Background: an optimization exercise with open tools, aiming at small area. Do not read the settings as production practice.
Only simulation tests tie the RTL to the original design; equivalence was not proved.
The clock port is modelled as an ideal driver; clocking choices that lean on that would not hold on a real chip.
Power figures rest on the tool's default switching activity, not on a simulated workload.

Setup of v52:
## obi_spi
module obi_spi #(
  parameter int unsigned ADDR_WIDTH = 32,
  parameter int unsigned DATA_WIDTH = 32,
  parameter int unsigned NUM_SLAVES = 4
) (
  input logic clk_i,
  input logic rstn_i,
  input   logic                     obi_areq_i,
  output  logic                     obi_agnt_o,
  input   logic [ADDR_WIDTH-1:0]    obi_aaddr_i,
  input   logic [DATA_WIDTH-1:0]    obi_awdata_i,
  input   logic                     obi_awe_i,
  input   logic [DATA_WIDTH/8-1:0]  obi_abe_i,
  output  logic                     obi_rvalid_o,
  input   logic                     obi_rready_i,
  output  logic [DATA_WIDTH-1:0]    obi_rdata_o,
  output  logic                     obi_rerr_o,
  output  logic [NUM_SLAVES-1 : 0]  spi_ss_o,
  output  logic                     spi_sclk_o,
  output  logic                     spi_mosi_o,
  input   logic                     spi_miso_i,
  output  logic                     complete_o
);
Size: roughly 370 cells after synthesis, roughly 72 flip-flops, roughly 120 I/O pins, roughly 3600 µm² of cells after synthesis.
==> flow/config.mk <==
export PLATFORM = sky130hd
export DESIGN_NAME = obi_spi
export DESIGN_NICKNAME = obi_spi
export VERILOG_FILES = /design/flow/design.v
export SDC_FILE = /design/flow/constraint.sdc
export NUM_CORES = 4
export LEC_CHECK = 0
export CAP_MARGIN = 20
export CORE_MARGIN = 2
export CORE_UTILIZATION = 75
export PLACE_DENSITY = 0.9
export SLEW_MARGIN = 20
==> flow/constraint.sdc <==
create_clock -name core_clock -period 10.0 [get_ports {clk_i}]
set_input_delay 2.0000 -clock core_clock [delete_from_list [all_inputs] [get_ports {clk_i}]]
set_output_delay 2.0000 -clock core_clock [all_outputs]
set_load 0.01 [all_outputs]
standard.sh (not shown) runs the stock make flow with config.mk's settings and CLKGATE_MAP_FILE= SYNTH_SCRIPT=/design/flow/synth_recipe.tcl, a recipe that flattens the netlist after the stock synthesis.
==> flow/flow/run.sh <==
#!/bin/bash
# Standard ORFS layout (the standard.sh), with these changes:
#  - port buffers are buf_1 instead of the default clkdlybuf4s50_1,
#  - one tie cell drives all constant outputs,
#  - CTS uses clkbuf_4 only and inserts no dummy loads,
#  - before repair_design, combinational cells go to their smallest drive strength,
#  - after CTS, clock buffers with an output slew over 100 ps become clkbuf_8.
# Each ORFS step's full log stays in orfs/logs/; make's own output goes to standard.log.
set -euo pipefail
export BUFFER_PORTS_ARGS="-buffer_cell sky130_fd_sc_hd__buf_1"
export SKIP_REPAIR_TIE_FANOUT=1
export CTS_ARGS="-sink_clustering_enable -repair_clock_nets -dont_use_dummy_load -buf_list sky130_fd_sc_hd__clkbuf_4"
export PRE_RESIZE_TCL="$PWD/flow/downsize.tcl"
export POST_CTS_TCL="$PWD/flow/clkbuf_upsize.tcl"
bash standard.sh > standard.log 2>&1
==> flow/flow/clkbuf_upsize.tcl <==
set db [ord::get_db]
set block [[$db getChip] getBlock]
set big [$db findMaster sky130_fd_sc_hd__clkbuf_8]
estimate_parasitics -placement
set swapped 0
foreach inst [$block getInsts] {
  set name [[$inst getMaster] getName]
  if {![string match "sky130_fd_sc_hd__clkbuf_*" $name] || $name eq "sky130_fd_sc_hd__clkbuf_8"} { continue }
  set pin [get_pins -of_objects [get_cells [$inst getName]] -filter "direction==output"]
  set slew [get_property $pin slew_max]
  if {$slew > 0.100} {
    puts "clkbuf_upsize: [$inst getName] $name slew $slew -> sky130_fd_sc_hd__clkbuf_8"
    $inst swapMaster $big
    incr swapped
  }
}
if {$swapped > 0} {
  detailed_placement
  check_placement -verbose
  estimate_parasitics -placement
}
Other scripts of this flow, unchanged in this note and not shown: flow/flow/downsize.tcl
For v5, these inputs were changed with respect to v52:
-- flow/flow/clkbuf_upsize.tcl --
<<< v52, line 8
  if {![string match "sky130_fd_sc_hd__clkbuf_*" $name] || $name eq "sky130_fd_sc_hd__clkbuf_8"} { continue }
  set pin [get_pins -of_objects [get_cells [$inst getName]] -filter "direction==output"]
>>> v5, line 8
  if {![string match "sky130_fd_sc_hd__clkbuf_*" $name] || $name eq "sky130_fd_sc_hd__clkbuf_8"} { continue }
  set out_net ""
  foreach iterm [$inst getITerms] {
    if {[$iterm isOutputSignal]} { set out_net [$iterm getNet] }
  }
  if {$out_net eq "" || [$out_net getSigType] ne "CLOCK"} { continue }
  set pin [get_pins -of_objects [get_cells [$inst getName]] -filter "direction==output"]
Results
- Power density normalized to cell area, v5 vs v52: up slightly
- Via count: v5 vs v52 up about 0.4%
- Clock skew essentially unchanged between v52 and v5.
- Signed area change from the synthesized netlist to the final layout was higher in v52 than in v5.
- Relative to v52, v5 improves first-pass GRT wire length.
- Diff v52..v5 | delay of the slowest critical-path stage | negligible
- Diff v52..v5 | number of clock buffers in the layout | unchanged
- When v5 is set beside v52, its fraction of power consumed by the clock network turns out to be 0.2 points larger.
- Sort v52 and v5 by utilization, ascending, and v5 comes first.
Inputs modified between v5 and v46:
==> flow/flow/run.sh <==
#!/bin/bash
# Standard ORFS layout (the standard.sh), with these changes:
#  - port buffers are buf_1 instead of the default clkdlybuf4s50_1,
#  - one tie cell drives all constant outputs,
#  - CTS uses clkbuf_4 only and inserts no dummy loads,
#  - before repair_design, combinational cells go to their smallest drive strength.
# Each ORFS step's full log stays in orfs/logs/; make's own output goes to standard.log.
set -euo pipefail
export BUFFER_PORTS_ARGS="-buffer_cell sky130_fd_sc_hd__buf_1"
export SKIP_REPAIR_TIE_FANOUT=1
export CTS_ARGS="-sink_clustering_enable -repair_clock_nets -dont_use_dummy_load -buf_list sky130_fd_sc_hd__clkbuf_4"
export PRE_RESIZE_TCL="$PWD/flow/downsize.tcl"
bash standard.sh > standard.log 2>&1
removed: flow/flow/clkbuf_upsize.tcl
==> comparison <==
Diff v5 -> v46: global routing usage summed across all routing layers shows no meaningful change; routed wire length shows no meaningful change; global-route wire length before repair shows no meaningful change.
Timing, DRC, antenna: 0 failures across v46 and v5
Reported for v46 and v5, synthesized area turned out identical to the last digit.
Taking v5 as the reference, in v46 smallest setup slack after layout went down 0.079 ns, minimum clock period after layout went up 0.079 ns.
Comparing v5 against v46, there is no change at all in non-clock buffer count.
v46 vs v5, fmax went down by 5.6 MHz.
Switching fraction of total power was lower in v5 than in v46.
Compared with v5, v46 is more frugal on power.
Relative to v5, the final cell area reported for v46 is lower.
--- input diff v46..v28 ---
-- flow/flow/run.sh --
<<< v46, line 5
#  - CTS uses clkbuf_4 only and inserts no dummy loads,
#  - before repair_design, combinational cells go to their smallest drive strength.
# Each ORFS step's full log stays in orfs/logs/; make's own output goes to standard.log.
>>> v28, line 5
#  - CTS uses clkbuf_4 only and inserts no dummy loads,
#  - before repair_design, combinational cells go to their smallest drive strength,
#  - after CTS, the root clock buffer is a clkbuf_8.
# Each ORFS step's full log stays in orfs/logs/; make's own output goes to standard.log.
<<< v46, line 12
export PRE_RESIZE_TCL="$PWD/flow/downsize.tcl"
bash standard.sh > standard.log 2>&1
>>> v28, line 13
export PRE_RESIZE_TCL="$PWD/flow/downsize.tcl"
export POST_CTS_TCL="$PWD/flow/root_clkbuf.tcl"
bash standard.sh > standard.log 2>&1
==> flow/flow/root_clkbuf.tcl (new file) <==
# After CTS: the clock port drives one clkbuf_4 that in turn drives every leaf clock buffer.
# Give that root buffer more drive (clkbuf_8) for a sharper clock edge at the leaves, then
# legalize the placement again.
set db [ord::get_db]
set block [[$db getChip] getBlock]
set big [$db findMaster sky130_fd_sc_hd__clkbuf_8]
set clk_net [$block findNet clk_i]
foreach iterm [$clk_net getITerms] {
  set inst [$iterm getInst]
  if {[string match "sky130_fd_sc_hd__clkbuf_*" [[$inst getMaster] getName]]} {
    puts "root_clkbuf: [$inst getName] [[$inst getMaster] getName] -> sky130_fd_sc_hd__clkbuf_8"
    $inst swapMaster $big
  }
}
detailed_placement
check_placement -verbose
estimate_parasitics -placement
Notes after the runs:
Looking at switching fraction of total power, v28 sits 0.28 points below v46.
Taking v46 as the reference, in v28 hold slack about even, summed area of non-filler cells in the final layout about even, clock power rose about 4%, total power rose about 1%.
In terms of sequential share of layout area, v28 and v46 differ only marginally.
Every stage of the flow completed for v28, and the final layout passed the timing, design-rule and antenna checks.

## separate check: timing with driven ports
How much do the figures lean on ideal ports? The routed layouts below were timed once more, with nothing changed but the port constraints.
Step 1 sets driving cells, clkbuf_16 on the clock port and buf_2 on the other inputs (assumed; they add their load-dependent delay and slew).
Step 2 times the ports against the registers' clock, not the clock port: input delays grow and output delays shrink by t, the midpoint of the rising clock arrivals with the driver on.
Slacks: ideal ports / drivers / drivers and shift; pairs: ideal ports / drivers.
| run | t, ns | setup WS [ns] | worst hold slack (ns) | worst setup path at the end | latest minus earliest clock arrival (ns) |
|---|---|---|---|---|---|
| v52 | 0.364 | 6.308 / 6.300 / 5.936 | 0.474 / 0.474 / 0.474 | input to register | 0.020 / 0.020 |
| v5 | 0.366 | 6.302 / 6.298 / 5.932 | 0.471 / 0.471 / 0.471 | input to register | 0.022 / 0.022 |
| v46 | 0.436 | 6.223 / 6.194 / 5.939 | 0.472 / 0.472 / 0.472 | input to register | 0.037 / 0.037 |
| v28 | 0.373 | 6.289 / 6.258 / 5.940 | 0.472 / 0.472 / 0.472 | input to register | 0.037 / 0.037 |
After both steps setup and hold are still met in every run listed. The setup slack of v52, which loses most, moves by -0.008 ns with the drivers and by -0.372 ns with both steps.
